What follows belongs to an exercise in optimizing a design on an open flow for small area, a short achievable clock period and few clock cycles; a production flow would make more cautious choices.
At most, simulation tests tie the RTL to the original design; equivalence was not proved.
For run 1, only the layout was checked, not whether the RTL still works.
Power figures rest on the tool's default switching activity, not on a simulated workload.

[flow/design.v]
module stack_machine_mulchunk (
    input  [18:0] x,
    input  [4:0]  one,
    input  [4:0]  two,
    input  [4:0]  neg,
    input  [18:0] acc,
    input         first,
    input         s,
    input         n4next,
    output [28:0] msum
);
wire [19:0] xe = {x[18], x};
wire neg0 = neg[0];
wire one0 = one[0];
wire two0 = two[0];
wire w0_0 = ((one0 & xe[0]) | (two0 & 1'b0)) ^ neg0;
wire w0_1 = ((one0 & xe[1]) | (two0 & xe[0])) ^ neg0;
wire w0_2 = ((one0 & xe[2]) | (two0 & xe[1])) ^ neg0;
wire w0_3 = ((one0 & xe[3]) | (two0 & xe[2])) ^ neg0;
wire w0_4 = ((one0 & xe[4]) | (two0 & xe[3])) ^ neg0;
wire w0_5 = ((one0 & xe[5]) | (two0 & xe[4])) ^ neg0;
wire w0_6 = ((one0 & xe[6]) | (two0 & xe[5])) ^ neg0;
wire w0_7 = ((one0 & xe[7]) | (two0 & xe[6])) ^ neg0;
wire w0_8 = ((one0 & xe[8]) | (two0 & xe[7])) ^ neg0;
wire w0_9 = ((one0 & xe[9]) | (two0 & xe[8])) ^ neg0;
wire w0_10 = ((one0 & xe[10]) | (two0 & xe[9])) ^ neg0;
wire w0_11 = ((one0 & xe[11]) | (two0 & xe[10])) ^ neg0;
wire w0_12 = ((one0 & xe[12]) | (two0 & xe[11])) ^ neg0;
wire w0_13 = ((one0 & xe[13]) | (two0 & xe[12])) ^ neg0;
wire w0_14 = ((one0 & xe[14]) | (two0 & xe[13])) ^ neg0;
wire w0_15 = ((one0 & xe[15]) | (two0 & xe[14])) ^ neg0;
wire w0_16 = ((one0 & xe[16]) | (two0 & xe[15])) ^ neg0;
wire w0_17 = ((one0 & xe[17]) | (two0 & xe[16])) ^ neg0;
wire w0_18 = ((one0 & xe[18]) | (two0 & xe[17])) ^ neg0;
wire w0_19 = ((one0 & xe[19]) | (two0 & xe[18])) ^ neg0;
wire neg1 = neg[1];
wire one1 = one[1];
wire two1 = two[1];
wire w1_0 = ((one1 & xe[0]) | (two1 & 1'b0)) ^ neg1;
wire w1_1 = ((one1 & xe[1]) | (two1 & xe[0])) ^ neg1;
wire w1_2 = ((one1 & xe[2]) | (two1 & xe[1])) ^ neg1;
wire w1_3 = ((one1 & xe[3]) | (two1 & xe[2])) ^ neg1;
wire w1_4 = ((one1 & xe[4]) | (two1 & xe[3])) ^ neg1;
wire w1_5 = ((one1 & xe[5]) | (two1 & xe[4])) ^ neg1;
wire w1_6 = ((one1 & xe[6]) | (two1 & xe[5])) ^ neg1;
wire w1_7 = ((one1 & xe[7]) | (two1 & xe[6])) ^ neg1;
wire w1_8 = ((one1 & xe[8]) | (two1 & xe[7])) ^ neg1;
wire w1_9 = ((one1 & xe[9]) | (two1 & xe[8])) ^ neg1;
wire w1_10 = ((one1 & xe[10]) | (two1 & xe[9])) ^ neg1;
wire w1_11 = ((one1 & xe[11]) | (two1 & xe[10])) ^ neg1;
wire w1_12 = ((one1 & xe[12]) | (two1 & xe[11])) ^ neg1;
wire w1_13 = ((one1 & xe[13]) | (two1 & xe[12])) ^ neg1;
wire w1_14 = ((one1 & xe[14]) | (two1 & xe[13])) ^ neg1;
wire w1_15 = ((one1 & xe[15]) | (two1 & xe[14])) ^ neg1;
wire w1_16 = ((one1 & xe[16]) | (two1 & xe[15])) ^ neg1;
wire w1_17 = ((one1 & xe[17]) | (two1 & xe[16])) ^ neg1;
wire w1_18 = ((one1 & xe[18]) | (two1 & xe[17])) ^ neg1;
wire w1_19 = ((one1 & xe[19]) | (two1 & xe[18])) ^ neg1;
wire neg2 = neg[2];
wire one2 = one[2];
wire two2 = two[2];
wire w2_0 = ((one2 & xe[0]) | (two2 & 1'b0)) ^ neg2;
wire w2_1 = ((one2 & xe[1]) | (two2 & xe[0])) ^ neg2;
wire w2_2 = ((one2 & xe[2]) | (two2 & xe[1])) ^ neg2;
wire w2_3 = ((one2 & xe[3]) | (two2 & xe[2])) ^ neg2;
wire w2_4 = ((one2 & xe[4]) | (two2 & xe[3])) ^ neg2;
wire w2_5 = ((one2 & xe[5]) | (two2 & xe[4])) ^ neg2;
wire w2_6 = ((one2 & xe[6]) | (two2 & xe[5])) ^ neg2;
wire w2_7 = ((one2 & xe[7]) | (two2 & xe[6])) ^ neg2;
wire w2_8 = ((one2 & xe[8]) | (two2 & xe[7])) ^ neg2;
wire w2_9 = ((one2 & xe[9]) | (two2 & xe[8])) ^ neg2;
wire w2_10 = ((one2 & xe[10]) | (two2 & xe[9])) ^ neg2;
wire w2_11 = ((one2 & xe[11]) | (two2 & xe[10])) ^ neg2;
wire w2_12 = ((one2 & xe[12]) | (two2 & xe[11])) ^ neg2;
wire w2_13 = ((one2 & xe[13]) | (two2 & xe[12])) ^ neg2;
wire w2_14 = ((one2 & xe[14]) | (two2 & xe[13])) ^ neg2;
wire w2_15 = ((one2 & xe[15]) | (two2 & xe[14])) ^ neg2;
wire w2_16 = ((one2 & xe[16]) | (two2 & xe[15])) ^ neg2;
wire w2_17 = ((one2 & xe[17]) | (two2 & xe[16])) ^ neg2;
wire w2_18 = ((one2 & xe[18]) | (two2 & xe[17])) ^ neg2;
wire w2_19 = ((one2 & xe[19]) | (two2 & xe[18])) ^ neg2;
wire neg3 = neg[3];
wire one3 = one[3];
wire two3 = two[3];
wire w3_0 = ((one3 & xe[0]) | (two3 & 1'b0)) ^ neg3;
wire w3_1 = ((one3 & xe[1]) | (two3 & xe[0])) ^ neg3;
wire w3_2 = ((one3 & xe[2]) | (two3 & xe[1])) ^ neg3;
wire w3_3 = ((one3 & xe[3]) | (two3 & xe[2])) ^ neg3;
wire w3_4 = ((one3 & xe[4]) | (two3 & xe[3])) ^ neg3;
wire w3_5 = ((one3 & xe[5]) | (two3 & xe[4])) ^ neg3;
wire w3_6 = ((one3 & xe[6]) | (two3 & xe[5])) ^ neg3;
wire w3_7 = ((one3 & xe[7]) | (two3 & xe[6])) ^ neg3;
wire w3_8 = ((one3 & xe[8]) | (two3 & xe[7])) ^ neg3;
wire w3_9 = ((one3 & xe[9]) | (two3 & xe[8])) ^ neg3;
wire w3_10 = ((one3 & xe[10]) | (two3 & xe[9])) ^ neg3;
wire w3_11 = ((one3 & xe[11]) | (two3 & xe[10])) ^ neg3;
wire w3_12 = ((one3 & xe[12]) | (two3 & xe[11])) ^ neg3;
wire w3_13 = ((one3 & xe[13]) | (two3 & xe[12])) ^ neg3;
wire w3_14 = ((one3 & xe[14]) | (two3 & xe[13])) ^ neg3;
wire w3_15 = ((one3 & xe[15]) | (two3 & xe[14])) ^ neg3;
wire w3_16 = ((one3 & xe[16]) | (two3 & xe[15])) ^ neg3;
wire w3_17 = ((one3 & xe[17]) | (two3 & xe[16])) ^ neg3;
wire w3_18 = ((one3 & xe[18]) | (two3 & xe[17])) ^ neg3;
wire w3_19 = ((one3 & xe[19]) | (two3 & xe[18])) ^ neg3;
wire neg4 = neg[4];
wire one4 = one[4];
wire two4 = two[4];
wire w4_0 = ((one4 & xe[0]) | (two4 & 1'b0)) ^ neg4;
wire w4_1 = ((one4 & xe[1]) | (two4 & xe[0])) ^ neg4;
wire w4_2 = ((one4 & xe[2]) | (two4 & xe[1])) ^ neg4;
wire w4_3 = ((one4 & xe[3]) | (two4 & xe[2])) ^ neg4;
wire w4_4 = ((one4 & xe[4]) | (two4 & xe[3])) ^ neg4;
wire w4_5 = ((one4 & xe[5]) | (two4 & xe[4])) ^ neg4;
wire w4_6 = ((one4 & xe[6]) | (two4 & xe[5])) ^ neg4;
wire w4_7 = ((one4 & xe[7]) | (two4 & xe[6])) ^ neg4;
wire w4_8 = ((one4 & xe[8]) | (two4 & xe[7])) ^ neg4;
wire w4_9 = ((one4 & xe[9]) | (two4 & xe[8])) ^ neg4;
wire w4_10 = ((one4 & xe[10]) | (two4 & xe[9])) ^ neg4;
wire w4_11 = ((one4 & xe[11]) | (two4 & xe[10])) ^ neg4;
wire w4_12 = ((one4 & xe[12]) | (two4 & xe[11])) ^ neg4;
wire w4_13 = ((one4 & xe[13]) | (two4 & xe[12])) ^ neg4;
wire w4_14 = ((one4 & xe[14]) | (two4 & xe[13])) ^ neg4;
wire w4_15 = ((one4 & xe[15]) | (two4 & xe[14])) ^ neg4;
wire w4_16 = ((one4 & xe[16]) | (two4 & xe[15])) ^ neg4;
wire w4_17 = ((one4 & xe[17]) | (two4 & xe[16])) ^ neg4;
wire w4_18 = ((one4 & xe[18]) | (two4 & xe[17])) ^ neg4;
wire w4_19 = ((one4 & xe[19]) | (two4 & xe[18])) ^ neg4;
wire [28:0] kc = 29'd358088704;
wire [7:0] rnd = 8'd128 - {7'd0, s};
wire [28:0] arow = {kc[28], kc[27], kc[26], kc[25], kc[24], kc[23], kc[22], kc[21], kc[20], (first ? kc[19] : ~acc[18]), (first ? n4next : acc[18]), (~first & acc[17]), (~first & acc[16]), (~first & acc[15]), (~first & acc[14]), (~first & acc[13]), (~first & acc[12]), (~first & acc[11]), (~first & acc[10]), (~first & acc[9]), (first ? neg[4] : acc[8]), (first ? rnd[7] : acc[7]), (first ? rnd[6] : acc[6]), (first ? rnd[5] : acc[5]), (first ? rnd[4] : acc[4]), (first ? rnd[3] : acc[3]), (first ? rnd[2] : acc[2]), (first ? rnd[1] : acc[1]), (first ? rnd[0] : acc[0])};
wire t1 = w0_4 ^ w1_2;
wire t2 = w0_4 & w1_2;
wire t3 = w0_5 ^ w1_3;
wire t4 = w0_5 & w1_3;
wire t5 = w0_6 ^ w1_4 ^ w2_2;
wire t6 = (w0_6 & w1_4) | (w0_6 & w2_2) | (w1_4 & w2_2);
wire t7 = w3_0 ^ neg3;
wire t8 = w3_0 & neg3;
wire t9 = w0_7 ^ w1_5 ^ w2_3;
wire t10 = (w0_7 & w1_5) | (w0_7 & w2_3) | (w1_5 & w2_3);
wire t11 = w3_1 ^ arow[7];
wire t12 = w3_1 & arow[7];
wire t13 = w0_8 ^ w1_6 ^ w2_4;
wire t14 = (w0_8 & w1_6) | (w0_8 & w2_4) | (w1_6 & w2_4);
wire t15 = w3_2 ^ w4_0 ^ arow[8];
wire t16 = (w3_2 & w4_0) | (w3_2 & arow[8]) | (w4_0 & arow[8]);
wire t17 = w0_9 ^ w1_7 ^ w2_5;
wire t18 = (w0_9 & w1_7) | (w0_9 & w2_5) | (w1_7 & w2_5);
wire t19 = w3_3 ^ w4_1 ^ arow[9];
wire t20 = (w3_3 & w4_1) | (w3_3 & arow[9]) | (w4_1 & arow[9]);
wire t21 = w0_10 ^ w1_8 ^ w2_6;
wire t22 = (w0_10 & w1_8) | (w0_10 & w2_6) | (w1_8 & w2_6);
wire t23 = w3_4 ^ w4_2 ^ arow[10];
wire t24 = (w3_4 & w4_2) | (w3_4 & arow[10]) | (w4_2 & arow[10]);
wire t25 = w0_11 ^ w1_9 ^ w2_7;
wire t26 = (w0_11 & w1_9) | (w0_11 & w2_7) | (w1_9 & w2_7);
wire t27 = w3_5 ^ w4_3 ^ arow[11];
wire t28 = (w3_5 & w4_3) | (w3_5 & arow[11]) | (w4_3 & arow[11]);
wire t29 = w0_12 ^ w1_10 ^ w2_8;
wire t30 = (w0_12 & w1_10) | (w0_12 & w2_8) | (w1_10 & w2_8);
wire t31 = w3_6 ^ w4_4 ^ arow[12];
wire t32 = (w3_6 & w4_4) | (w3_6 & arow[12]) | (w4_4 & arow[12]);
wire t33 = w0_13 ^ w1_11 ^ w2_9;
wire t34 = (w0_13 & w1_11) | (w0_13 & w2_9) | (w1_11 & w2_9);
wire t35 = w3_7 ^ w4_5 ^ arow[13];
wire t36 = (w3_7 & w4_5) | (w3_7 & arow[13]) | (w4_5 & arow[13]);
wire t37 = w0_14 ^ w1_12 ^ w2_10;
wire t38 = (w0_14 & w1_12) | (w0_14 & w2_10) | (w1_12 & w2_10);
wire t39 = w3_8 ^ w4_6 ^ arow[14];
wire t40 = (w3_8 & w4_6) | (w3_8 & arow[14]) | (w4_6 & arow[14]);
wire t41 = w0_15 ^ w1_13 ^ w2_11;
wire t42 = (w0_15 & w1_13) | (w0_15 & w2_11) | (w1_13 & w2_11);
wire t43 = w3_9 ^ w4_7 ^ arow[15];
wire t44 = (w3_9 & w4_7) | (w3_9 & arow[15]) | (w4_7 & arow[15]);
wire t45 = w0_16 ^ w1_14 ^ w2_12;
wire t46 = (w0_16 & w1_14) | (w0_16 & w2_12) | (w1_14 & w2_12);
wire t47 = w3_10 ^ w4_8 ^ arow[16];
wire t48 = (w3_10 & w4_8) | (w3_10 & arow[16]) | (w4_8 & arow[16]);
wire t49 = w0_17 ^ w1_15 ^ w2_13;
wire t50 = (w0_17 & w1_15) | (w0_17 & w2_13) | (w1_15 & w2_13);
wire t51 = w3_11 ^ w4_9 ^ arow[17];
wire t52 = (w3_11 & w4_9) | (w3_11 & arow[17]) | (w4_9 & arow[17]);
wire t53 = w0_18 ^ w1_16 ^ w2_14;
wire t54 = (w0_18 & w1_16) | (w0_18 & w2_14) | (w1_16 & w2_14);
wire t55 = w3_12 ^ w4_10 ^ arow[18];
wire t56 = (w3_12 & w4_10) | (w3_12 & arow[18]) | (w4_10 & arow[18]);
wire t57 = ~w0_19 ^ w1_17 ^ w2_15;
wire t58 = (~w0_19 & w1_17) | (~w0_19 & w2_15) | (w1_17 & w2_15);
wire t59 = w3_13 ^ w4_11 ^ arow[19];
wire t60 = (w3_13 & w4_11) | (w3_13 & arow[19]) | (w4_11 & arow[19]);
wire t61 = w1_18 ^ w2_16 ^ w3_14;
wire t62 = (w1_18 & w2_16) | (w1_18 & w3_14) | (w2_16 & w3_14);
wire t63 = w4_12 ^ arow[20];
wire t64 = w4_12 & arow[20];
wire t65 = ~w1_19 ^ w2_17 ^ w3_15;
wire t66 = (~w1_19 & w2_17) | (~w1_19 & w3_15) | (w2_17 & w3_15);
wire t67 = w4_13 ^ arow[21];
wire t68 = w4_13 & arow[21];
wire t69 = w2_18 ^ w3_16 ^ w4_14;
wire t70 = (w2_18 & w3_16) | (w2_18 & w4_14) | (w3_16 & w4_14);
wire t71 = ~w2_19 ^ w3_17;
wire t72 = ~w2_19 & w3_17;
wire t73 = w0_2 ^ w1_0;
wire t74 = w0_2 & w1_0;
wire t75 = w0_3 ^ w1_1;
wire t76 = w0_3 & w1_1;
wire t77 = w2_0 ^ neg2 ^ arow[4];
wire t78 = (w2_0 & neg2) | (w2_0 & arow[4]) | (neg2 & arow[4]);
wire t79 = w2_1 ^ arow[5] ^ t2;
wire t80 = (w2_1 & arow[5]) | (w2_1 & t2) | (arow[5] & t2);
wire t81 = arow[6] ^ t4 ^ t5;
wire t82 = (arow[6] & t4) | (arow[6] & t5) | (t4 & t5);
wire t83 = t6 ^ t8 ^ t9;
wire t84 = (t6 & t8) | (t6 & t9) | (t8 & t9);
wire t85 = t10 ^ t12 ^ t13;
wire t86 = (t10 & t12) | (t10 & t13) | (t12 & t13);
wire t87 = t14 ^ t16 ^ t17;
wire t88 = (t14 & t16) | (t14 & t17) | (t16 & t17);
wire t89 = t18 ^ t20 ^ t21;
wire t90 = (t18 & t20) | (t18 & t21) | (t20 & t21);
wire t91 = t22 ^ t24 ^ t25;
wire t92 = (t22 & t24) | (t22 & t25) | (t24 & t25);
wire t93 = t26 ^ t28 ^ t29;
wire t94 = (t26 & t28) | (t26 & t29) | (t28 & t29);
wire t95 = t30 ^ t32 ^ t33;
wire t96 = (t30 & t32) | (t30 & t33) | (t32 & t33);
wire t97 = t34 ^ t36 ^ t37;
wire t98 = (t34 & t36) | (t34 & t37) | (t36 & t37);
wire t99 = t38 ^ t40 ^ t41;
wire t100 = (t38 & t40) | (t38 & t41) | (t40 & t41);
wire t101 = t42 ^ t44 ^ t45;
wire t102 = (t42 & t44) | (t42 & t45) | (t44 & t45);
wire t103 = t46 ^ t48 ^ t49;
wire t104 = (t46 & t48) | (t46 & t49) | (t48 & t49);
wire t105 = t50 ^ t52 ^ t53;
wire t106 = (t50 & t52) | (t50 & t53) | (t52 & t53);
wire t107 = t54 ^ t56 ^ t57;
wire t108 = (t54 & t56) | (t54 & t57) | (t56 & t57);
wire t109 = t58 ^ t60 ^ t61;
wire t110 = (t58 & t60) | (t58 & t61) | (t60 & t61);
wire t111 = t62 ^ t64 ^ t65;
wire t112 = (t62 & t64) | (t62 & t65) | (t64 & t65);
wire t113 = arow[22] ^ t66 ^ t68;
wire t114 = (arow[22] & t66) | (arow[22] & t68) | (t66 & t68);
wire t115 = w4_15 ^ arow[23] ^ t70;
wire t116 = (w4_15 & arow[23]) | (w4_15 & t70) | (arow[23] & t70);
wire t117 = w3_18 ^ w4_16 ^ arow[24];
wire t118 = (w3_18 & w4_16) | (w3_18 & arow[24]) | (w4_16 & arow[24]);
wire t119 = ~w3_19 ^ w4_17;
wire t120 = ~w3_19 & w4_17;
wire t121 = w0_0 ^ neg0;
wire t122 = w0_0 & neg0;
wire t123 = w0_1 ^ arow[1];
wire t124 = w0_1 & arow[1];
wire t125 = neg1 ^ arow[2] ^ t73;
wire t126 = (neg1 & arow[2]) | (neg1 & t73) | (arow[2] & t73);
wire t127 = arow[3] ^ t74 ^ t75;
wire t128 = (arow[3] & t74) | (arow[3] & t75) | (t74 & t75);
wire t129 = t1 ^ t76 ^ t77;
wire t130 = (t1 & t76) | (t1 & t77) | (t76 & t77);
wire t131 = t3 ^ t78 ^ t79;
wire t132 = (t3 & t78) | (t3 & t79) | (t78 & t79);
wire t133 = t7 ^ t80 ^ t81;
wire t134 = (t7 & t80) | (t7 & t81) | (t80 & t81);
wire t135 = t11 ^ t82 ^ t83;
wire t136 = (t11 & t82) | (t11 & t83) | (t82 & t83);
wire t137 = t15 ^ t84 ^ t85;
wire t138 = (t15 & t84) | (t15 & t85) | (t84 & t85);
wire t139 = t19 ^ t86 ^ t87;
wire t140 = (t19 & t86) | (t19 & t87) | (t86 & t87);
wire t141 = t23 ^ t88 ^ t89;
wire t142 = (t23 & t88) | (t23 & t89) | (t88 & t89);
wire t143 = t27 ^ t90 ^ t91;
wire t144 = (t27 & t90) | (t27 & t91) | (t90 & t91);
wire t145 = t31 ^ t92 ^ t93;
wire t146 = (t31 & t92) | (t31 & t93) | (t92 & t93);
wire t147 = t35 ^ t94 ^ t95;
wire t148 = (t35 & t94) | (t35 & t95) | (t94 & t95);
wire t149 = t39 ^ t96 ^ t97;
wire t150 = (t39 & t96) | (t39 & t97) | (t96 & t97);
wire t151 = t43 ^ t98 ^ t99;
wire t152 = (t43 & t98) | (t43 & t99) | (t98 & t99);
wire t153 = t47 ^ t100 ^ t101;
wire t154 = (t47 & t100) | (t47 & t101) | (t100 & t101);
wire t155 = t51 ^ t102 ^ t103;
wire t156 = (t51 & t102) | (t51 & t103) | (t102 & t103);
wire t157 = t55 ^ t104 ^ t105;
wire t158 = (t55 & t104) | (t55 & t105) | (t104 & t105);
wire t159 = t59 ^ t106 ^ t107;
wire t160 = (t59 & t106) | (t59 & t107) | (t106 & t107);
wire t161 = t63 ^ t108 ^ t109;
wire t162 = (t63 & t108) | (t63 & t109) | (t108 & t109);
wire t163 = t67 ^ t110 ^ t111;
wire t164 = (t67 & t110) | (t67 & t111) | (t110 & t111);
wire t165 = t69 ^ t112 ^ t113;
wire t166 = (t69 & t112) | (t69 & t113) | (t112 & t113);
wire t167 = t71 ^ t114 ^ t115;
wire t168 = (t71 & t114) | (t71 & t115) | (t114 & t115);
wire t169 = t72 ^ t116 ^ t117;
wire t170 = (t72 & t116) | (t72 & t117) | (t116 & t117);
wire t171 = arow[25] ^ t118 ^ t119;
wire t172 = (arow[25] & t118) | (arow[25] & t119) | (t118 & t119);
wire t173 = w4_18 ^ arow[26] ^ t120;
wire t174 = (w4_18 & arow[26]) | (w4_18 & t120) | (arow[26] & t120);
wire t175 = ~w4_19 ^ arow[27];
wire t176 = ~w4_19 & arow[27];
wire [28:0] ra = {arow[28], t174, t172, t170, t168, t166, t164, t162, t160, t158, t156, t154, t152, t150, t148, t146, t144, t142, t140, t138, t136, t134, t132, t130, t128, t126, t124, t122, arow[0]};
wire [28:0] rb = {t176, t175, t173, t171, t169, t167, t165, t163, t161, t159, t157, t155, t153, t151, t149, t147, t145, t143, t141, t139, t137, t135, t133, t131, t129, t127, t125, t123, t121};
assign msum = ra + rb;
endmodule
module stack_machine (
    clk,
    rst,
    start,
    ready,
    x_input,
    y_output,
    skip_pixel,
    output_queue_index,
    output_queue_get,
    output_queue_length,
    output_queue_data_out,
    output_queue_ready
);
input clk;
input rst;
input      start;
output     ready;
input      [9:0] x_input;
output     [8:0] y_output;
output           skip_pixel;
output     [5:0]  output_queue_index;
output reg        output_queue_get;
input      [6:0]  output_queue_length;
input      [19:0] output_queue_data_out;
input             output_queue_ready;
localparam NS = 10;               
localparam [18:0] VMAX = 19'h3ffff;
localparam [18:0] VMIN = 19'h40000;
localparam [4:0] ST_IDLE  = 5'd0,
                 ST_RUN   = 4'd1,
                 ST_FIN   = 4'd2,
                 ST_SINIT = 4'd3,
                 ST_TSCAN = 4'd4,
                 ST_ROOTS = 4'd5,
                 ST_DN    = 4'd6,
                 ST_FS1   = 4'd7,
                 ST_FS2   = 4'd8,
                 ST_UPB   = 4'd9,
                 ST_UPS   = 4'd10,
                 ST_FS3   = 4'd11,
                 ST_SWAP  = 4'd12,
                 ST_OPX   = 4'd13,
                 ST_OPW   = 4'd14,
                 ST_ROOT  = 4'd15,
                 ST_DEC   = 5'd16,
                 ST_DEC3  = 5'd17,
                 ST_UPA   = 5'd18;
localparam [1:0] U_MUL = 2'd0, U_POW = 2'd1, U_DIV = 2'd2;
reg  [4:0]  state;
reg         rdy;
reg  [18:0] S [0:NS-1];
reg  [3:0]  dp;                   
reg  [6:0]  c;                    
reg         pend;                 
reg         rv;                   
reg         u_busy;
reg  [1:0]  u_kind;
reg  [3:0]  u_cnt;
reg         u_wb;                 
reg  [10:0] pw;                   
reg         byp;                  
reg  [18:0] acc;                  
reg  [18:0] rem;                  
reg  [1:0]  ml;                   
reg  [9:0]  mlo;                  
reg         dsign;
reg         dovf;
reg  [6:0]  cnt;
reg  [6:0]  q;
reg  [6:0]  sq;
reg  [6:0]  sr;
wire [18:0] S0 = S[0];
wire [18:0] S1 = S[1];
assign ready = rdy;
assign output_queue_index = f[5:0];
wire [9:0]  xr  = x_input;
wire [6:0]  xm  = {1'b0, xr[9:6], 2'b0} + {1'b0, xr[5:0]};
reg  [4:0]  xmq;
reg  [2:0]  xb;
always @(*) begin
    case (xm)
        7'd0: begin xmq = 5'd0; xb = 3'd0; end
        7'd1: begin xmq = 5'd0; xb = 3'd1; end
        7'd2: begin xmq = 5'd0; xb = 3'd2; end
        7'd3: begin xmq = 5'd0; xb = 3'd3; end
        7'd4: begin xmq = 5'd0; xb = 3'd4; end
        7'd5: begin xmq = 5'd1; xb = 3'd0; end
        7'd6: begin xmq = 5'd1; xb = 3'd1; end
        7'd7: begin xmq = 5'd1; xb = 3'd2; end
        7'd8: begin xmq = 5'd1; xb = 3'd3; end
        7'd9: begin xmq = 5'd1; xb = 3'd4; end
        7'd10: begin xmq = 5'd2; xb = 3'd0; end
        7'd11: begin xmq = 5'd2; xb = 3'd1; end
        7'd12: begin xmq = 5'd2; xb = 3'd2; end
        7'd13: begin xmq = 5'd2; xb = 3'd3; end
        7'd14: begin xmq = 5'd2; xb = 3'd4; end
        7'd15: begin xmq = 5'd3; xb = 3'd0; end
        7'd16: begin xmq = 5'd3; xb = 3'd1; end
        7'd17: begin xmq = 5'd3; xb = 3'd2; end
        7'd18: begin xmq = 5'd3; xb = 3'd3; end
        7'd19: begin xmq = 5'd3; xb = 3'd4; end
        7'd20: begin xmq = 5'd4; xb = 3'd0; end
        7'd21: begin xmq = 5'd4; xb = 3'd1; end
        7'd22: begin xmq = 5'd4; xb = 3'd2; end
        7'd23: begin xmq = 5'd4; xb = 3'd3; end
        7'd24: begin xmq = 5'd4; xb = 3'd4; end
        7'd25: begin xmq = 5'd5; xb = 3'd0; end
        7'd26: begin xmq = 5'd5; xb = 3'd1; end
        7'd27: begin xmq = 5'd5; xb = 3'd2; end
        7'd28: begin xmq = 5'd5; xb = 3'd3; end
        7'd29: begin xmq = 5'd5; xb = 3'd4; end
        7'd30: begin xmq = 5'd6; xb = 3'd0; end
        7'd31: begin xmq = 5'd6; xb = 3'd1; end
        7'd32: begin xmq = 5'd6; xb = 3'd2; end
        7'd33: begin xmq = 5'd6; xb = 3'd3; end
        7'd34: begin xmq = 5'd6; xb = 3'd4; end
        7'd35: begin xmq = 5'd7; xb = 3'd0; end
        7'd36: begin xmq = 5'd7; xb = 3'd1; end
        7'd37: begin xmq = 5'd7; xb = 3'd2; end
        7'd38: begin xmq = 5'd7; xb = 3'd3; end
        7'd39: begin xmq = 5'd7; xb = 3'd4; end
        7'd40: begin xmq = 5'd8; xb = 3'd0; end
        7'd41: begin xmq = 5'd8; xb = 3'd1; end
        7'd42: begin xmq = 5'd8; xb = 3'd2; end
        7'd43: begin xmq = 5'd8; xb = 3'd3; end
        7'd44: begin xmq = 5'd8; xb = 3'd4; end
        7'd45: begin xmq = 5'd9; xb = 3'd0; end
        7'd46: begin xmq = 5'd9; xb = 3'd1; end
        7'd47: begin xmq = 5'd9; xb = 3'd2; end
        7'd48: begin xmq = 5'd9; xb = 3'd3; end
        7'd49: begin xmq = 5'd9; xb = 3'd4; end
        7'd50: begin xmq = 5'd10; xb = 3'd0; end
        7'd51: begin xmq = 5'd10; xb = 3'd1; end
        7'd52: begin xmq = 5'd10; xb = 3'd2; end
        7'd53: begin xmq = 5'd10; xb = 3'd3; end
        7'd54: begin xmq = 5'd10; xb = 3'd4; end
        7'd55: begin xmq = 5'd11; xb = 3'd0; end
        7'd56: begin xmq = 5'd11; xb = 3'd1; end
        7'd57: begin xmq = 5'd11; xb = 3'd2; end
        7'd58: begin xmq = 5'd11; xb = 3'd3; end
        7'd59: begin xmq = 5'd11; xb = 3'd4; end
        7'd60: begin xmq = 5'd12; xb = 3'd0; end
        7'd61: begin xmq = 5'd12; xb = 3'd1; end
        7'd62: begin xmq = 5'd12; xb = 3'd2; end
        7'd63: begin xmq = 5'd12; xb = 3'd3; end
        7'd64: begin xmq = 5'd12; xb = 3'd4; end
        7'd65: begin xmq = 5'd13; xb = 3'd0; end
        7'd66: begin xmq = 5'd13; xb = 3'd1; end
        7'd67: begin xmq = 5'd13; xb = 3'd2; end
        7'd68: begin xmq = 5'd13; xb = 3'd3; end
        7'd69: begin xmq = 5'd13; xb = 3'd4; end
        7'd70: begin xmq = 5'd14; xb = 3'd0; end
        7'd71: begin xmq = 5'd14; xb = 3'd1; end
        7'd72: begin xmq = 5'd14; xb = 3'd2; end
        7'd73: begin xmq = 5'd14; xb = 3'd3; end
        7'd74: begin xmq = 5'd14; xb = 3'd4; end
        7'd75: begin xmq = 5'd15; xb = 3'd0; end
        7'd76: begin xmq = 5'd15; xb = 3'd1; end
        7'd77: begin xmq = 5'd15; xb = 3'd2; end
        7'd78: begin xmq = 5'd15; xb = 3'd3; end
        7'd79: begin xmq = 5'd15; xb = 3'd4; end
        7'd80: begin xmq = 5'd16; xb = 3'd0; end
        7'd81: begin xmq = 5'd16; xb = 3'd1; end
        7'd82: begin xmq = 5'd16; xb = 3'd2; end
        7'd83: begin xmq = 5'd16; xb = 3'd3; end
        7'd84: begin xmq = 5'd16; xb = 3'd4; end
        7'd85: begin xmq = 5'd17; xb = 3'd0; end
        7'd86: begin xmq = 5'd17; xb = 3'd1; end
        7'd87: begin xmq = 5'd17; xb = 3'd2; end
        7'd88: begin xmq = 5'd17; xb = 3'd3; end
        7'd89: begin xmq = 5'd17; xb = 3'd4; end
        7'd90: begin xmq = 5'd18; xb = 3'd0; end
        7'd91: begin xmq = 5'd18; xb = 3'd1; end
        7'd92: begin xmq = 5'd18; xb = 3'd2; end
        7'd93: begin xmq = 5'd18; xb = 3'd3; end
        7'd94: begin xmq = 5'd18; xb = 3'd4; end
        7'd95: begin xmq = 5'd19; xb = 3'd0; end
        7'd96: begin xmq = 5'd19; xb = 3'd1; end
        7'd97: begin xmq = 5'd19; xb = 3'd2; end
        7'd98: begin xmq = 5'd19; xb = 3'd3; end
        7'd99: begin xmq = 5'd19; xb = 3'd4; end
        7'd100: begin xmq = 5'd20; xb = 3'd0; end
        7'd101: begin xmq = 5'd20; xb = 3'd1; end
        7'd102: begin xmq = 5'd20; xb = 3'd2; end
        7'd103: begin xmq = 5'd20; xb = 3'd3; end
        7'd104: begin xmq = 5'd20; xb = 3'd4; end
        7'd105: begin xmq = 5'd21; xb = 3'd0; end
        7'd106: begin xmq = 5'd21; xb = 3'd1; end
        7'd107: begin xmq = 5'd21; xb = 3'd2; end
        7'd108: begin xmq = 5'd21; xb = 3'd3; end
        7'd109: begin xmq = 5'd21; xb = 3'd4; end
        7'd110: begin xmq = 5'd22; xb = 3'd0; end
        7'd111: begin xmq = 5'd22; xb = 3'd1; end
        7'd112: begin xmq = 5'd22; xb = 3'd2; end
        7'd113: begin xmq = 5'd22; xb = 3'd3; end
        7'd114: begin xmq = 5'd22; xb = 3'd4; end
        7'd115: begin xmq = 5'd23; xb = 3'd0; end
        7'd116: begin xmq = 5'd23; xb = 3'd1; end
        7'd117: begin xmq = 5'd23; xb = 3'd2; end
        7'd118: begin xmq = 5'd23; xb = 3'd3; end
        7'd119: begin xmq = 5'd23; xb = 3'd4; end
        7'd120: begin xmq = 5'd24; xb = 3'd0; end
        7'd121: begin xmq = 5'd24; xb = 3'd1; end
        7'd122: begin xmq = 5'd24; xb = 3'd2; end
        7'd123: begin xmq = 5'd24; xb = 3'd3; end
        default: begin xmq = 5'd0; xb = 3'd0; end
    endcase
end
wire [7:0]  xa  = {2'b0, xr[9:6], 2'b0} + {1'b0, xr[9:6], 3'b0} + {3'd0, xmq};
wire [3:0]  xt  = {xb, xr < 10'd320};
reg  [5:0]  xlo;
always @(*) begin
    case (xt)
        4'b0000: xlo = 6'd0;   4'b0001: xlo = 6'd0;
        4'b0010: xlo = 6'd12;  4'b0011: xlo = 6'd13;
        4'b0100: xlo = 6'd25;  4'b0101: xlo = 6'd26;
        4'b0110: xlo = 6'd38;  4'b0111: xlo = 6'd39;
        4'b1000: xlo = 6'd51;  4'b1001: xlo = 6'd52;
        default: xlo = 6'd0;
    endcase
end
wire [12:0] xhi = {5'd0, xa} - 13'd64;
wire [18:0] X   = {xhi, xlo};
wire [19:0] qd     = output_queue_data_out;
wire        it_op  = qd[19] & (qd[2:0] != 3'd6);
wire [2:0]  opc    = qd[2:0];
wire [18:0] pv     = qd[19] ? X : qd[18:0];
wire [19:0] sum   = {S1[18], S1} + {S0[18], S0};
wire [19:0] dif   = {S1[18], S1} - {S0[18], S0};
wire [18:0] r_add = (sum[19] != sum[18]) ? (sum[19] ? VMIN : VMAX) : sum[18:0];
wire [18:0] r_sub = (dif[19] != dif[18]) ? (dif[19] ? VMIN : VMAX) : dif[18:0];
function [14:0] bdec;            
    input [10:0] b;
    integer j;
    begin
        for (j = 0; j < 5; j = j + 1) begin
            bdec[10 + j] = b[2*j+2];
            bdec[5 + j]  = (b[2*j+2] & ~b[2*j+1] & ~b[2*j]) | (~b[2*j+2] & b[2*j+1] & b[2*j]);
            bdec[j]      = b[2*j+1] ^ b[2*j];
        end
    end
endfunction
reg  [14:0] bsel;
reg         xs_s1;
wire [28:0] msum;
wire [18:0] r_mul;
wire [18:0] mraw  = {acc[6:0], mlo, ml};
wire [18:0] mx    = xs_s1 ? S1 : byp ? mraw : S0;
stack_machine_mulchunk mulchunk (
    .x     (mx),
    .one   (bsel[4:0]),
    .two   (bsel[9:5]),
    .neg   (bsel[14:10]),
    .acc   (acc),
    .first (~u_cnt[0]),
    .s     (mx[18] ^ S1[18]),
    .n4next(S1[18]),
    .msum  (msum)
);
wire        m_hi  = ~acc[18] & (acc[17:6] != 12'd0);
wire        m_lo  =  acc[18] & (acc[17:6] != 12'hfff);
assign      r_mul = m_hi ? VMAX : m_lo ? VMIN : mraw;
wire [18:0] aS0 = S0[18] ? -S0 : S0;
wire [18:0] aS1 = S1[18] ? -S1 : S1;
wire [19:0] d1  = {rem, S1[18]} - {1'b0, S0};
wire        q1  = ~d1[19];
wire [19:0] d2a = {d1[18:0], S1[17]} - {1'b0, S0};
wire [19:0] d2b = {rem[17:0], S1[18], S1[17]} - {1'b0, S0};
wire        q2  = q1 ? ~d2a[19] : ~d2b[19];
wire [18:0] r2  = q1 ? (~d2a[19] ? d2a[18:0] : {d1[17:0], S1[17]}) :
                       (~d2b[19] ? d2b[18:0] : {rem[16:0], S1[18], S1[17]});
wire [18:0] r_div = dovf ? (dsign ? VMIN : VMAX) : (dsign ? -{1'b0, S1[17:0]} : {1'b0, S1[17:0]});
wire        [18:0] s0v = (dp == 4'd0) ? 19'd0 : S0;
wire signed [24:0] sx  = {{6{s0v[18]}}, s0v};
wire signed [24:0] yr  = 25'sd61440 + {17'd0, s0v[7:0]} - (sx <<< 4) - (sx <<< 2);
wire               yskip = yr[24] | (yr >= 25'sd123136);
reg                dzf;           
assign y_output   = yr[16:8];
assign skip_pixel = dzf | yskip;
wire [6:0] L = output_queue_length;
wire [6:0] fp1 = f + 7'd1;
wire       c_eq  = (c == L);
wire       c1_eq = (c + 7'd1 == L);
wire [6:0] fm1 = f - 7'd1;
wire [6:0] cmp_a = (state == ST_UPS) ? sq : q;
wire [6:0] cmp_c = (state == ST_FS2) ? sr : (state == ST_FS3) ? sq : q;
wire [8:0] cmp_d = {2'b0, cmp_a} + {2'b0, f} - {1'b0, cmp_c, 1'b0} - ((state == ST_UPS) ? 9'd2 : 9'd0);
wire       cmp_le = cmp_d[8] | (cmp_d == 9'd0);
wire       cmp_ge = ~cmp_d[8];
reg  [4:0]  state_n;
reg  [6:0]  f;                    
reg         s0sm;                 
reg         s0pw;                 
wire st_run = (state == ST_RUN);
wire wb     = u_busy & u_wb;                                    
wire exo    = st_run & pend & wb & ~it_op;                       
wire wb_pop = wb & ~exo;
wire byps   = u_busy & ~u_wb & byp;                              
wire divs   = u_busy & ~u_wb & ~byp & (u_kind == U_DIV);         
wire dz     = divs & (u_cnt == 4'd0) & (S0 == 19'd0);            
wire wbnext = u_busy & ~u_wb &
              ((u_kind == U_DIV) ? (u_cnt == 4'd8) : (u_cnt[0] & ~(u_kind == U_POW && pw > 11'd2)));
wire exr    = st_run & pend & ~u_busy;                           
wire ex     = exr | ((state == ST_DN) & rv & ~it_op) | ((state == ST_OPX) & rv);
wire dpfull = (dp == NS);
wire dplow  = (dp < 4'd2);
wire ovf    = exr & ~it_op & dpfull;                             
wire e_push = ex & ~it_op & ~(exr & dpfull);
wire e_und  = ex & it_op & dplow;                                
wire e_opv  = ex & it_op & ~dplow;
wire o_add  = e_opv & (opc == 3'd0);
wire o_mul  = e_opv & (opc == 3'd2);
wire o_div  = e_opv & (opc == 3'd3);
wire o_pow  = e_opv & (opc == 3'd4);
wire o_sub  = e_opv & ~(opc == 3'd0 || opc == 3'd2 || opc == 3'd3 || opc == 3'd4);
wire o_pd   = o_pow & s0sm & S0[8];                              
wire o_p0   = o_pow & s0sm & ~S0[8];                             
wire o_pc   = o_pow & ~s0sm;                                     
wire fin_dr = (state == ST_FIN) & (dp > 4'd1);
wire rt_dr  = (state == ST_ROOT) & (sq != 7'd0);
wire swp    = (state == ST_SWAP);
wire up     = o_add | o_sub | o_p0 | o_pd | wb_pop | fin_dr | rt_dr;    
wire s0cpy  = o_pd | o_pc | fin_dr | rt_dr | swp;                       
wire ustart = o_mul | o_div | o_pc;
wire [1:0] ustart_kind = o_div ? U_DIV : o_pc ? U_POW : U_MUL;
wire ex_done = e_push | o_add | o_sub | o_p0 | o_pd;
wire [18:0] res_u = (u_kind == U_DIV) ? r_div :
                    (u_kind == U_POW && pw[10:1] == 10'd0) ? (pw[0] ? S0 : 19'd256) : r_mul;
wire s0chg = e_push | exo | o_add | o_sub | o_p0 | s0cpy | o_div | wb_pop | byps;
always @(*) begin
    state_n = state;
    if (dz)         state_n = ST_IDLE;
    else if (ovf)   state_n = ST_SINIT;
    else if (e_und) state_n = ST_IDLE;
end
wire u_busy_n = ustart | (u_busy & ~dz & ~u_wb);
integer k;
wire [18:0] s1b = (e_push | swp) ? S0 : up ? S[2] : exo ? res_u : o_div ? {aS1[9:0], 9'd0} : S1;
wire nxt_hi = ustart ? ((o_mul & ~s0pw) | (o_pc & s0pw)) :
              (u_busy & ~u_wb & (u_kind != U_DIV) & ~u_cnt[0] & ~(byp & (m_hi | m_lo)));
always @(posedge clk) begin
    if (e_push | exo)       S[0] <= pv;
    else if (o_add)         S[0] <= r_add;
    else if (o_sub)         S[0] <= r_sub;
    else if (o_p0)          S[0] <= 19'd256;
    else if (s0cpy)         S[0] <= S1;
    else if (o_div)         S[0] <= aS0;
    else if (wb_pop | byps) S[0] <= res_u;
    if (e_push | swp)       S[1] <= S0;
    else if (up)            S[1] <= S[2];
    else if (exo)           S[1] <= res_u;
    else if (o_div)         S[1] <= {aS1[9:0], 9'd0};
    else if (divs)          S[1] <= {S1[16:0], q1, q2};
    for (k = 2; k < NS; k = k + 1) begin
        if (e_push)         S[k] <= S[k-1];
        else if (up && k < NS - 1) S[k] <= S[k+1];
    end
    if (e_push | exo) begin
        s0sm <= ~qd[19] & (qd[18:9] == 10'd0);
        s0pw <= ~qd[19] & (qd[18:9] != 10'd0);
    end else if (s0chg) begin
        s0sm <= 1'b0;
        s0pw <= 1'b0;
    end
    xs_s1 <= ~u_busy_n & ((e_push | exo) ? (~qd[19] & (qd[18:9] != 10'd0)) : s0chg ? 1'b0 : s0pw);
    bsel <= nxt_hi ? bdec({s1b[18], s1b[18:9]}) : bdec({s1b[9:0], 1'b0});
    if (e_push)  dp <= dp + 4'd1;
    else if (up) dp <= dp - 4'd1;
    acc <= msum[28:10];
    mlo <= msum[9:0];
    rem <= (u_busy && u_kind == U_DIV) ? r2 : {10'd0, aS1[18:10]};
    u_busy <= u_busy_n;
    if (ustart) begin
        u_kind <= ustart_kind;
        u_cnt  <= 4'd0;
        u_wb   <= 1'b0;
        byp    <= 1'b0;
        if ((ustart_kind == U_MUL && !s0pw) || (ustart_kind == U_POW && s0pw)) begin
            ml    <= msum[9:8];
            u_cnt <= 4'd1;
        end
        if (ustart_kind == U_POW) begin
            pw   <= S0[18:8];
            u_wb <= (S0[18:9] == 10'd0);
        end
        if (ustart_kind == U_DIV) begin
            dsign <= S0[18] ^ S1[18];
        end
    end else if (u_busy) begin
        if (u_wb) begin
            u_wb  <= 1'b0;
            u_cnt <= 4'd0;
        end else if (u_kind == U_DIV) begin
            if (u_cnt == 4'd0) dovf <= (rem >= S0);
            u_cnt <= dz ? 4'd0 : u_cnt + 4'd1;
            if (u_cnt == 4'd8) u_wb <= 1'b1;
        end else if (!u_cnt[0]) begin
            if (!(byp && (m_hi || m_lo))) begin
                ml    <= msum[9:8];
                u_cnt <= 4'd1;
            end
            byp   <= 1'b0;
        end else begin
            u_cnt <= 4'd0;
            if (u_kind == U_POW && pw > 11'd2) begin
                byp <= 1'b1;
                pw  <= pw - 11'd1;
            end else u_wb <= 1'b1;
        end
    end
    if (dz) dzf <= 1'b1;
    if (state == ST_IDLE && start) dzf <= 1'b0;
    if ((state == ST_IDLE && start) || state == ST_SINIT) dp <= 4'd0;
    if (rst) begin
        u_busy <= 1'b0;
        u_wb   <= 1'b0;
        u_cnt  <= 4'd0;
        byp    <= 1'b0;
        dp     <= 4'd0;
    end
end
always @(posedge clk) begin
    rv   <= output_queue_get;
    rdy  <= 1'b0;
    output_queue_get <= 1'b0;
    case (state)
        ST_IDLE: begin
            rdy <= 1'b1;
            output_queue_get   <= 1'b1;
            f <= 7'd0;
            if (start) begin
                c    <= 7'd0;
                pend <= 1'b1;
                rdy  <= 1'b0;
                if (L == 7'd0) begin
                    rdy <= 1'b1;
                end else begin
                    state <= ST_RUN;
                    f <= 7'd1;
                    output_queue_get   <= (L > 7'd1);
                end
            end
        end
        ST_RUN: begin
            begin : run_blk
                reg p_n;
                reg [6:0] fn;
                reg [6:0] cn;
                p_n = output_queue_get | (pend & ~exr & ~exo);
                fn  = f + {6'd0, output_queue_get};
                cn  = c + {6'd0, exr | exo};
                pend <= p_n;
                f    <= fn;
                c    <= cn;
                output_queue_get   <= (fn < L) & (~p_n | ~u_busy_n |
                                      (~output_queue_get & pend & ~exr & ~it_op & wbnext));
                if (state_n != ST_RUN) begin
                    state <= state_n;
                    output_queue_get <= 1'b0;
                    if (state_n == ST_IDLE) begin
                        rdy <= 1'b1;
                        output_queue_get   <= 1'b1;
                                    f <= 7'd0;
                    end
                end else if ((ex_done | (u_busy & ~u_busy_n)) & ((exr | exo) ? c1_eq : c_eq)) begin
                    if (e_push ? (dp == 4'd0) : up ? (dp <= 4'd2) : (dp <= 4'd1)) begin
                        state <= ST_IDLE;
                        rdy   <= 1'b1;
                        output_queue_get <= 1'b1;
                        f <= 7'd0;
                    end else begin
                        state <= ST_FIN;
                        output_queue_get <= 1'b0;
                    end
                end
            end
        end
        ST_FIN: begin
            if (dp <= 4'd1) begin
                state <= ST_IDLE;
                rdy   <= 1'b1;
                output_queue_get   <= 1'b1;
                    f <= 7'd0;
            end
        end
        ST_SINIT: begin
            f   <= 7'd0;
            cnt <= 7'd0;
            if (L == 7'd0) begin
                c <= 7'd0;
                state <= ST_ROOTS;
            end else begin
                output_queue_get <= 1'b1;
                state <= ST_TSCAN;
            end
        end
        ST_TSCAN: if (rv) begin
            if (it_op && cnt < 7'd2) begin
                c <= f;
                state <= ST_ROOTS;
            end else begin
                cnt <= it_op ? cnt - 7'd1 : cnt + 7'd1;
                f   <= fp1;
                if (fp1 == L) begin
                    c <= L;
                    state <= ST_ROOTS;
                end else output_queue_get <= 1'b1;
            end
        end
        ST_ROOTS: begin
            if (c == 7'd0) state <= ST_FIN;
            else begin
                f <= c;
                state <= ST_DEC;
            end
        end
        ST_DEC: begin
            f <= fm1;
            q <= fm1;
            output_queue_get <= 1'b1;
            state <= ST_DN;
        end
        ST_DEC3: begin
            f   <= fm1;
            cnt <= 7'd1;
            output_queue_get <= 1'b1;
            state <= ST_FS3;
        end
        ST_DN: if (rv) begin
            if (!it_op) begin
                sq <= f;
                state <= ST_UPB;
            end else begin
                f   <= fm1;
                cnt <= 7'd1;
                output_queue_get <= 1'b1;
                state <= ST_FS1;
            end
        end
        ST_FS1, ST_FS2, ST_FS3: if (rv) begin
            begin : fs_blk
                reg [6:0] cn;
                cn = it_op ? cnt + 7'd1 : cnt - 7'd1;
                if (cn != 7'd0) begin
                    cnt <= cn;
                    f   <= fm1;
                    output_queue_get <= 1'b1;
                end else if (state == ST_FS1) begin
                    sr  <= f;
                    f   <= fm1;
                    cnt <= 7'd1;
                    output_queue_get <= 1'b1;
                    state <= ST_FS2;
                end else if (state == ST_FS2) begin
                    f <= cmp_le ? sr : q;
                    state <= ST_DEC;
                end else begin
                    if (cmp_ge) begin
                        f <= sq;
                        state <= ST_DEC;
                    end else begin
                        q  <= sr;
                        sq <= f;
                        f  <= sr;
                        output_queue_get <= 1'b1;
                        state <= ST_OPX;
                    end
                end
            end
        end
        ST_UPB: begin
            f   <= q;
            cnt <= 7'd0;
            state <= ST_UPA;
        end
        ST_UPA: begin
            if (fp1 == c) state <= ST_ROOT;
            else begin
                f <= fp1;
                output_queue_get <= 1'b1;
                state <= ST_UPS;
            end
        end
        ST_UPS: if (rv) begin
            if (it_op && cnt == 7'd0) begin
                sr <= f;
                f  <= sq;
                state <= ST_DEC3;
            end else if (it_op && cnt == 7'd1) begin
                sr <= f;
                if (cmp_le) state <= ST_DEC;
                else begin
                    q <= f;
                    output_queue_get <= 1'b1;
                    state <= ST_SWAP;
                end
            end else begin
                cnt <= it_op ? cnt - 7'd1 : cnt + 7'd1;
                state <= ST_UPA;
            end
        end
        ST_SWAP: state <= ST_OPX;
        ST_OPX: if (rv) begin
            if (state_n == ST_IDLE) begin
                state <= ST_IDLE;
                rdy   <= 1'b1;
                output_queue_get   <= 1'b1;
                    f <= 7'd0;
            end else if (ustart) state <= ST_OPW;
            else state <= ST_UPB;
        end
        ST_OPW: begin
            if (dz) begin
                state <= ST_IDLE;
                rdy   <= 1'b1;
                output_queue_get   <= 1'b1;
                    f <= 7'd0;
            end else if (!u_busy_n) state <= ST_UPB;
        end
        ST_ROOT: begin
            if (sq == 7'd0) state <= ST_FIN;
            else begin
                f <= sq;
                state <= ST_DEC;
            end
        end
        default: state <= ST_IDLE;
    endcase
    if (rst) begin
        state <= ST_IDLE;
        rdy   <= 1'b1;
        output_queue_get <= 1'b1;
        pend  <= 1'b0;
        f     <= 7'd0;
    end
end
endmodule
[flow/run.sh]
#!/bin/bash
# synth_recipe.tcl (not shown) runs the flow's synth.tcl, then flattens the netlist and writes it again
# the make line also repeats each setting of config.mk as NAME=value (left out here)
make -C /OpenROAD-flow-scripts/flow DESIGN_CONFIG=/design/flow/config.mk WORK_HOME=/design/flow/orfs CLKGATE_MAP_FILE= SYNTH_SCRIPT=/design/flow/synth_recipe.tcl finish
[flow/config.mk]
export PLATFORM = sky130hd
export DESIGN_NAME = stack_machine
export DESIGN_NICKNAME = stack_machine
export VERILOG_FILES = /design/flow/design.v
export SDC_FILE = /design/flow/constraint.sdc
export NUM_CORES = 4
export LEC_CHECK = 0
export CAP_MARGIN = 20
export CORE_MARGIN = 2
export CORE_UTILIZATION = 40
export SETUP_SLACK_MARGIN = 1.5
export SLEW_MARGIN = 20
[flow/constraint.sdc]
create_clock -name core_clock -period 7.0 [get_ports {clk}]
set_input_delay 1.4000 -clock core_clock [delete_from_list [all_inputs] [get_ports {clk}]]
set_output_delay 1.4000 -clock core_clock [all_outputs]
set_load 0.01 [all_outputs]
==> results.toml, run 1 <==
[run_status]
status = "timing/DRC/antenna clean"

[global_routing]
track_usage_pct = 25.1
grt_antenna_before_repair = 0
grt_start_max_net_pins = 154
grt_pass1_wl_um = 178000
first_global_vias = 29900
overflow = 0

[worst_setup_path]
r2r_end = "acc[17]"
path_delay_family = "compound AO/OA/AOI/OAI gates"
cp.depth = 21
reg2regPathDepth = 25
endpoint_kind = "output port"
crit_type = "reg -> out"
crit_path_max_incr_delay_ns = 0.47
worst-path-max-fanout = 6
path_cells = "inv_2 -> ha_4 -> nand2_8 -> buf_6 -> nand2_2 -> inv_2 -> fa_1 -> inv_1 -> ha_1 -> o211ai_1 -> a21o_1 -> a21oi_2 -> buf_4 -> a211oi_4 -> o31a_1 -> buf_4 -> o21bai_1 -> mux2i_1 -> a311oi_1 -> nand4_1 -> buf_2"
crit_slowest_cell = "fa_1"
start_kind = "register"
r2r-start = "S[0][3]"
rrSetupSlack_ns = 1.61
path_buf_inv = 7
worst-endpoint-arrival_ns = 4.35
required_ns = 5.60

[drt]
drtPass1Iterations = 9
drt_iter0_markers = 3393
postRouteAntennaNets = 0
drc_errors = 0
drt_wl_total_um = 116000
vias = 31600
wl_per_cell_um = 22.0
vias_per_cell = 6.01

[floorplanning]
die_h_um = 299
coreArea_um2 = 86300
fp-row-count = 108
die_w_um = 299
start_util_pct = 40.2
dieArea_um2 = 89100
io_pins = 59

[sta]
slew_headroom_pct = 27.2
timing.fmax_mhz = 174
tns_ns = 0
setup_viol = 0
slew_viol_final = 0
rsz0062_at_grt = "yes"
period_share_pct = 82.2
finClkSkew_ns = 0.0433
worst_slew_pin_slew_ns = 1.08
min_period_ns = 5.75
finalHoldViolations = 0

[clock_tree]
worstSkewPairLatency_ns = 0.62
cts.sinks = 336
cts_tree = "yes"
clk_pin_slew_ns = 0.06
clockRootBuffer = "clkbuf_16"
cts-buffers-inserted = 42
h-tree-depth = 2
cts_buffer_depth = 3

[worst_hold_path]
min-delay-start = "S[8][12]"
min_path_type = "reg -> reg"
hold_path_end = "S[9][12]"
hold_depth = 0

[logic_synthesis]
synth_seq_area_share_pct = 26.4
netlist_area_um2 = 34700
syn_area_per_cell_um2 = 8.63
synth.distinct_cells = 108
synth_edf_count = 243
async_flop_share_pct = 0
ys.flop_type = "edfxtp_1"
synth_nets = 4412
syn_inst = 4023
yosys_warnings = 2
ys_ff_latch = 336

[placement]
dp_cells = 5131
port_buffers = 57
gp_congestion = 0.985
hpwl_um = 86700

[power]
powerDensity_nw_per_um2 = 412
peakVddDrop_uv = 681
p_leak_nw = 15.6

[job]
cap_violations = 0

[cells_and_area]
fin_cells = 5257
drive_gt1_share_pct = 13.4
syn2layout_area_growth_pct = 12.9
layout.nets = 4455
## how the worst max path moves through the flow
| stage | from | to | slack (ns) |
|---|---|---|---|
| global placement | byp | acc[16] | 0.63 |
| CTS | dp[1] | skip_pixel | 1.28 |
| global route | dp[0] | skip_pixel | 1.09 |
| floorplan | byp | acc[16] | 1.50 |
| finish | dp[0] | skip_pixel | 1.25 |
| detailed placement | byp | acc[16] | 0.64 |
## power breakdown
group	leakage (nW)	internal, W	total [W]	switching, W
Combinational	11.9	0.00479	0.0111	0.00629
Sequential	2.98	0.00255	0.00276	0.000219
Clock	0.699	0.00132	0.00231	0.000986
Total	15.6	0.00866	0.0162	0.00749
## timing repair
action	CTS	global route
pin swaps	19	24
hold buffers	0	0
setup endpoints to repair	49	53
gates resized for setup	71	65
setup buffers	29	17
## layer usage
| layer | global-route usage [%] | share of wire (%) | vias up |
|---|---|---|---|
| met5 | 0 | 0 | - |
| met4 | 9.79 | 4.2 | 0 |
| met1 | 34.5 | 43 | 15100 |
| met2 | 39.0 | 44 | 1368 |
| met3 | 4.72 | 8.6 | 292 |
| li1 | - | - | 14800 |
## synthesized netlist by cell type (all sizes together), types with 16 or more instances
cell    count  area (um^2)
inv       304         1140
a21oi     289         1460
nand2     279         1050
o21ai     278         1390
nor2      271         1020
ha        258         3230
edfxtp    243         7300
xnor2     203         1780
clkbuf    186          701
mux2      149         1680
a22oi     109          818
xor2       94          831
dfxtp      93         1860
fa         90         1800
mux2i      86          861
nor3       83          415
nand3      81          405
a21o       65          488
o211ai     55          418
buf        54          275
nand2b     54          338
nor2b      50          313
and2       41          257
a211oi     38          303
o22ai      38          238
o21a       37          278
nor4       34          240
and3       31          194
or3        29          181
a31oi      28          175
nand4      28          175
o221ai     25          231
o31ai      22          165
or2        21          131
a221oi     16          146
## cells by family (layout without fill, tap and decap cells)
| kind of cell | Yosys count | after routing | share of synthesized area (%) |
|---|---|---|---|
| AOI/OAI and AO/OA | 1178 | 1178 | 22.3 |
| adders and majority gates | 348 | 348 | 14.5 |
| DFF | 336 | 336 | 26.4 |
| and+or+nand+nor | 1076 | 1076 | 15.4 |
| muxes | 238 | 238 | 7.51 |
| xor gates and xnor gates | 301 | 301 | 7.78 |
| other | 0 | 2 | 0 |
| buffers and inverters | 546 | 623 | 6.12 |
## state kept, by name, summed over array words and instances (netlist names), 10 cells and up
register and cells:
S 190, acc 19, bsel 15, mlo 10
pw 11, rem 19
## cell type report
cell class / instances / area [um^2]
fill: 8475 / 47100
tap: 1155 / 1450
clock inverter: 29 / 338
multi-input combinational: 3141 / 24000
antenna: 2 / 5.00
sequential: 336 / 9180
inverter: 306 / 1150
clock buffer: 49 / 1090
timing repair buffer: 239 / 2010
## metrics by stage
step           instance area (um^2)  setup slack, ns  util [%]  power [W]  hold WS (ns)
2_1_floorplan                 34700             1.50         -     0.0105         0.417
3_3_place_gp                  36800            0.630      42.7     0.0131         0.423
3_5_place_dp                  36800            0.642      42.7     0.0131         0.431
4_1_cts                       38700             1.28      44.9     0.0157         0.446
5_1_grt                       39200             1.09      45.4     0.0176         0.462
6_report                      39200             1.25      45.4     0.0162         0.442
## placed cells by master, fill, tap and decap left out, types with 23 or more instances in the layout
master           instances
dfxtp_1                 87
inv_1                  300
xor2_1                  89
and2_1                  41
nand4_1                 28
a21o_1                  64
o221ai_1                23
o21ai_1                 23
mux2_2                 149
fa_1                    89
mux2i_1                 84
nor2b_1                 49
nor2_1                 264
ha_1                   251
and3_1                  31
a21oi_1                274
buf_4                  169
nand3_1                 81
o21ai_0                248
edfxtp_1               243
clkbuf_16               42
or3_1                   29
o22ai_1                 38
o21a_1                  37
nand2_1                271
a211oi_1                34
clkdlybuf4s50_1         50
a22oi_1                104
a31oi_1                 28
nand2b_1                52
nor3_1                  82
nor4_1                  30
xnor2_1                200
o211ai_1                54
==> run 2: changes to the inputs <==
--- a/flow/design.v
+++ b/flow/design.v
@@ -603,10 +603,12 @@
 reg         s0sm;                 
 reg         s0pw;                 
 wire st_run = (state == ST_RUN);
-wire wb     = u_busy & u_wb;                                    
+wire psat     = m_hi | m_lo;
+wire byps_fin = u_busy & ~u_wb & byp & psat;
+wire wb     = (u_busy & u_wb) | byps_fin;                        
 wire exo    = st_run & pend & wb & ~it_op;                       
 wire wb_pop = wb & ~exo;
-wire byps   = u_busy & ~u_wb & byp;                              
+wire byps   = u_busy & ~u_wb & byp & ~psat;                      
 wire divs   = u_busy & ~u_wb & ~byp & (u_kind == U_DIV);         
 wire dz     = divs & (u_cnt == 4'd0) & (S0 == 19'd0);            
 wire wbnext = u_busy & ~u_wb &
@@ -635,7 +637,8 @@
 wire ustart = o_mul | o_div | o_pc;
 wire [1:0] ustart_kind = o_div ? U_DIV : o_pc ? U_POW : U_MUL;
 wire ex_done = e_push | o_add | o_sub | o_p0 | o_pd;
-wire [18:0] res_u = (u_kind == U_DIV) ? r_div :
+wire [18:0] res_u = byps_fin ? ((m_hi ^ (S1[18] & ~pw[0])) ? VMAX : VMIN) :
+                    (u_kind == U_DIV) ? r_div :
                     (u_kind == U_POW && pw[10:1] == 10'd0) ? (pw[0] ? S0 : 19'd256) : r_mul;
 wire s0chg = e_push | exo | o_add | o_sub | o_p0 | s0cpy | o_div | wb_pop | byps;
 always @(*) begin
@@ -644,11 +647,11 @@
     else if (ovf)   state_n = ST_SINIT;
     else if (e_und) state_n = ST_IDLE;
 end
-wire u_busy_n = ustart | (u_busy & ~dz & ~u_wb);
+wire u_busy_n = ustart | (u_busy & ~dz & ~u_wb & ~byps_fin);
 integer k;
 wire [18:0] s1b = (e_push | swp) ? S0 : up ? S[2] : exo ? res_u : o_div ? {aS1[9:0], 9'd0} : S1;
 wire nxt_hi = ustart ? ((o_mul & ~s0pw) | (o_pc & s0pw)) :
-              (u_busy & ~u_wb & (u_kind != U_DIV) & ~u_cnt[0] & ~(byp & (m_hi | m_lo)));
+              (u_busy & ~u_wb & (u_kind != U_DIV) & ~u_cnt[0] & ~(byp & psat));
 always @(posedge clk) begin
     if (e_push | exo)       S[0] <= pv;
     else if (o_add)         S[0] <= r_add;
@@ -706,7 +709,7 @@
             u_cnt <= dz ? 4'd0 : u_cnt + 4'd1;
             if (u_cnt == 4'd8) u_wb <= 1'b1;
         end else if (!u_cnt[0]) begin
-            if (!(byp && (m_hi || m_lo))) begin
+            if (!byps_fin) begin
                 ml    <= msum[9:8];
                 u_cnt <= 4'd1;
             end
--- a/flow/config.mk
+++ b/flow/config.mk
@@ -8,5 +8,5 @@
 export CAP_MARGIN = 20
 export CORE_MARGIN = 2
 export CORE_UTILIZATION = 40
-export SETUP_SLACK_MARGIN = 1.5
+export SETUP_SLACK_MARGIN = 1.25
 export SLEW_MARGIN = 20
==> run 2 against run 1 <==
Against the previous run:
- synthesized cell count up 7.8%
- via count rose by 4.0%
- power increased by 31%
- cell area about the same
- sequential cell count unchanged
- first-iteration DRC count increased by 5.2%
- fmax increased by 2.3%
- register-to-register slack worse by 0.23 ns
- utilization down 0.070 points
- critical path type is now reg -> reg
- largest power group unchanged
- highest routed layer unchanged
==> results.toml, run 2 <==
[cells_and_area]
largest_register_ffs = 190
top_register = "S"
fin_area_um2 = 39200
fillers = 8613
reg_top3 = "S: 190 flops, acc: 19 flops, rem: 19 flops"
syn2layout_area_growth_pct = 12.5
n_antenna_cell = 0
fin_cells = 5544
final_common_cell = "nand2_1"
drive_gt1_share_pct = 8.82
layout.nets = 4745
final_cell_mix = "663 x nand2_1, 322 x nor2_1, 286 x inv_1, 262 x o21ai_0, 258 x a21oi_1"

[sta]
setup_viol = 0
fin_ws_ns = 1.38
min_period_ns = 5.62
finalHoldViolations = 0
rsz0062_at_grt = "yes"
worst_slew_pin_slew_ns = 1.07
slew_viol_final = 0
period_share_pct = 80.3
timing.fmax_mhz = 178
slew_headroom_pct = 27.9
finClkSkew_ns = 0.0471
tns_ns = 0

[worst_hold_path]
hold_depth = 0
min_path_type = "reg -> reg"

[run_status]
status = "timing/DRC/antenna clean"

[floorplanning]
fp-row-count = 108
start_util_pct = 40.3
die_h_um = 299
io_pins = 59
die_w_um = 299
coreArea_um2 = 86500
dieArea_um2 = 89500

[logic_synthesis]
syn_inst = 4336
synth_edf_count = 243
synth.largest_area_cell = "edfxtp_1"
synth_commonest_cells = "668 x nand2_1, 325 x nor2_1, 289 x inv_1"
synth_seq_area_share_pct = 26.3
synth_top_area_share_pct = 20.9
synthTopCellsByArea = "edfxtp_1 21%, ha_1 9.3%, nand2_1 7.2%"
synth.most_common_cell = "nand2_1"
synth_nets = 4725
syn_area_per_cell_um2 = 8.03
ys.flop_type = "edfxtp_1"
netlist_area_um2 = 34800
async_flop_share_pct = 0
synth.distinct_cells = 103
yosys_warnings = 2
ys_ff_latch = 336

[power]
switching_power_w = 0.0100
design_power_total_w = 0.0212
clock_power_share_pct = 10.9
p_seq_share_pct = 14.5
combinationalPowerShare_pct = 74.6
p_leak_nw = 15.9
powerDensity_nw_per_um2 = 540
peakVddDrop_uv = 1110
p_int_w = 0.0111
sw_frac_of_total_pct = 47.4

[worst_setup_path]
worst-endpoint-arrival_ns = 6.10
required_ns = 7.48
endpoint_kind = "register"
crit_slowest_cell = "fa_1"
start_kind = "register"
crit_path_max_incr_delay_ns = 0.56
reg2regPathDepth = 22
path_cells = "buf_4 -> mux2i_4 -> o21ai_4 -> a22oi_2 -> xor2_1 -> fa_1 -> inv_1 -> fa_1 -> inv_1 -> fa_1 -> inv_1 -> ha_2 -> or3_4 -> or4_4 -> o221a_4 -> a211o_1 -> nor3b_4 -> o21ai_2 -> o21ai_4 -> o41ai_4 -> o21ai_1 -> xor2_1"
worst-path-max-fanout = 4
crit_type = "reg -> reg"

[placement]
port_buffers = 57
gp_congestion = 0.977
dp_slack_ns = 0.437
hpwl_um = 89400
dpl_cell_area_um2 = 37000
dp_cells = 5431

[clock_tree]
clockRootBuffer = "clkbuf_16"
cts_buffer_depth = 3
cts-buffers-inserted = 43
h-tree-depth = 2
cts_tree = "yes"
worstSkewPairLatency_ns = 0.61
clk_pin_slew_ns = 0.06
cts.sinks = 336

[global_routing]
grt_pass1_wl_um = 184000
first_global_vias = 31200
overflow = 0
grt_antenna_before_repair = 1
grt_start_max_net_pins = 135
track_usage_pct = 25.9

[drt]
wl_per_cell_um = 21.6
vias = 32800
drt_iter0_markers = 3569
drtPass1Iterations = 8
vias_per_cell = 5.92
drc_errors = 0
drt_wl_total_um = 120000
postRouteAntennaNets = 0

[job]
cap_violations = 0
==> run 2: cell types whose count changed in the layout (fill, tap and decap cells not counted), moves of 15 or more <==
cell	delta
a211oi_1	+21
a21oi_1	-16
and2_1	-15
mux2_2	-140
mux2i_1	-23
nand2_1	+392
nor2_1	+58
xor2_1	+37
==> run 2: layout make-up <==
class	instances	area, um^2	area share, %
flip-flops and latches	336	9170	23.4
clock inverters	24	290	0.740
well taps	1155	1450	3.69
inverters	296	1120	2.87
multi-input cells	3446	24100	61.4
repair buffers	233	1960	5.00
clock buffers	54	1150	2.93
==> run 2: timing repair <==
| action | in CTS | in global routing |
|---|---|---|
| setup buffers | 15 | 20 |
| hold buffers | 0 | 0 |
| endpoints found under the setup margin | 30 | 44 |
| resized for setup | 50 | 55 |
| pin swaps | 12 | 22 |
==> run 2: power groups by stage <==
| stage | registers [W] | logic, W | clock network [W] |
|---|---|---|---|
| finish | 0.00307 | 0.0158 | 0.00230 |
| global route | 0.00309 | 0.0177 | 0.00242 |
| CTS | 0.00306 | 0.0145 | 0.00234 |
| detailed placement | 0.00309 | 0.0140 | 0 |
| global placement | 0.00309 | 0.0139 | 0 |
| floorplan | 0.00288 | 0.0108 | 0 |
==> run 2: critical path: cells and delay by family, from the launching register on <==
kind                     cells  cell delay, ns
adder cells (fa/ha/maj)      4            1.72
AO/OA/AOI/OAI                8            1.64
AND/OR/NAND/NOR              3            0.94
flip-flops                   1            0.37
XOR/XNOR                     2            0.33
buffers and inverters        4            0.31
multiplexers                 1            0.19
==> run 2: final timing paths <==
check           from       to  slack [ns]
max reg2reg      byp  acc[17]        1.38
max              byp  acc[17]        1.38
min reg2reg  S[8][2]  S[9][2]        0.44
min          S[8][2]  S[9][2]        0.44
==> run 2: cell families (layout without fill, tap and decap cells) <==
family,count (synthesis),count (layout),share of synthesized area [%]
XOR/XNOR,325,325,8.17
adder cells (fa/ha/maj),348,348,14.4
AO/OA/AOI/OAI,1186,1186,22.5
buffers and inverters,554,607,6.11
multiplexers,85,85,2.69
flip-flops,336,336,26.3
AND/OR/NAND/NOR,1502,1502,19.7
==> run 2: stage by stage <==
stage                     util, %  hold WS (ns)
after floorplan                 -         0.417
after detailed placement     42.8         0.432
after CTS                    44.8         0.446
after global routing         45.3         0.454
after global placement       42.8         0.430
final                        45.3         0.445
==> run 2: per-layer routing <==
metal  global-route usage (%)  up-vias  part of all wire [%]
met5                        0        -                     0
met4                     10.3        0                   4.3
met3                     4.74      306                   8.3
met2                     41.3     1384                    45
met1                     34.7    15600                    42
li1                         -    15600                     -
Testbench counts of run 2, summed over its fixed seeds: cycles 45,597.

[port drivers added, routing unchanged]
How much do the figures lean on ideal ports? The routed layouts below were timed once more, with nothing changed but the port constraints.
Step 1 (the two cells are an assumption about what drives the block):
set clk [get_ports {clk}]
set_driving_cell -lib_cell sky130_fd_sc_hd__clkbuf_16 $clk
set_driving_cell -lib_cell sky130_fd_sc_hd__buf_2 [delete_from_list [all_inputs] $clk]
Step 2 times the ports against the registers' clock, not the clock port: input delays grow and output delays shrink by t, the midpoint of the rising clock arrivals with the driver on.
Three values: ideal ports, drivers, drivers and shift; two values: the first two.
| run | shift t [ns] | setup WS [ns] | clock arrival spread, ns | pins driven straight from the clock port |
|---|---|---|---|---|
| run 1 | 0.661 | 1.246 / 1.181 / 1.093 | 0.043 / 0.043 | 1 |
| run 2 | 0.649 | 1.376 / 1.363 / 1.024 | 0.048 / 0.048 | 1 |
After both steps every run listed still meets setup and hold. The setup slack of run 2, which loses most, moves by -0.013 ns with the drivers and by -0.352 ns with both steps.
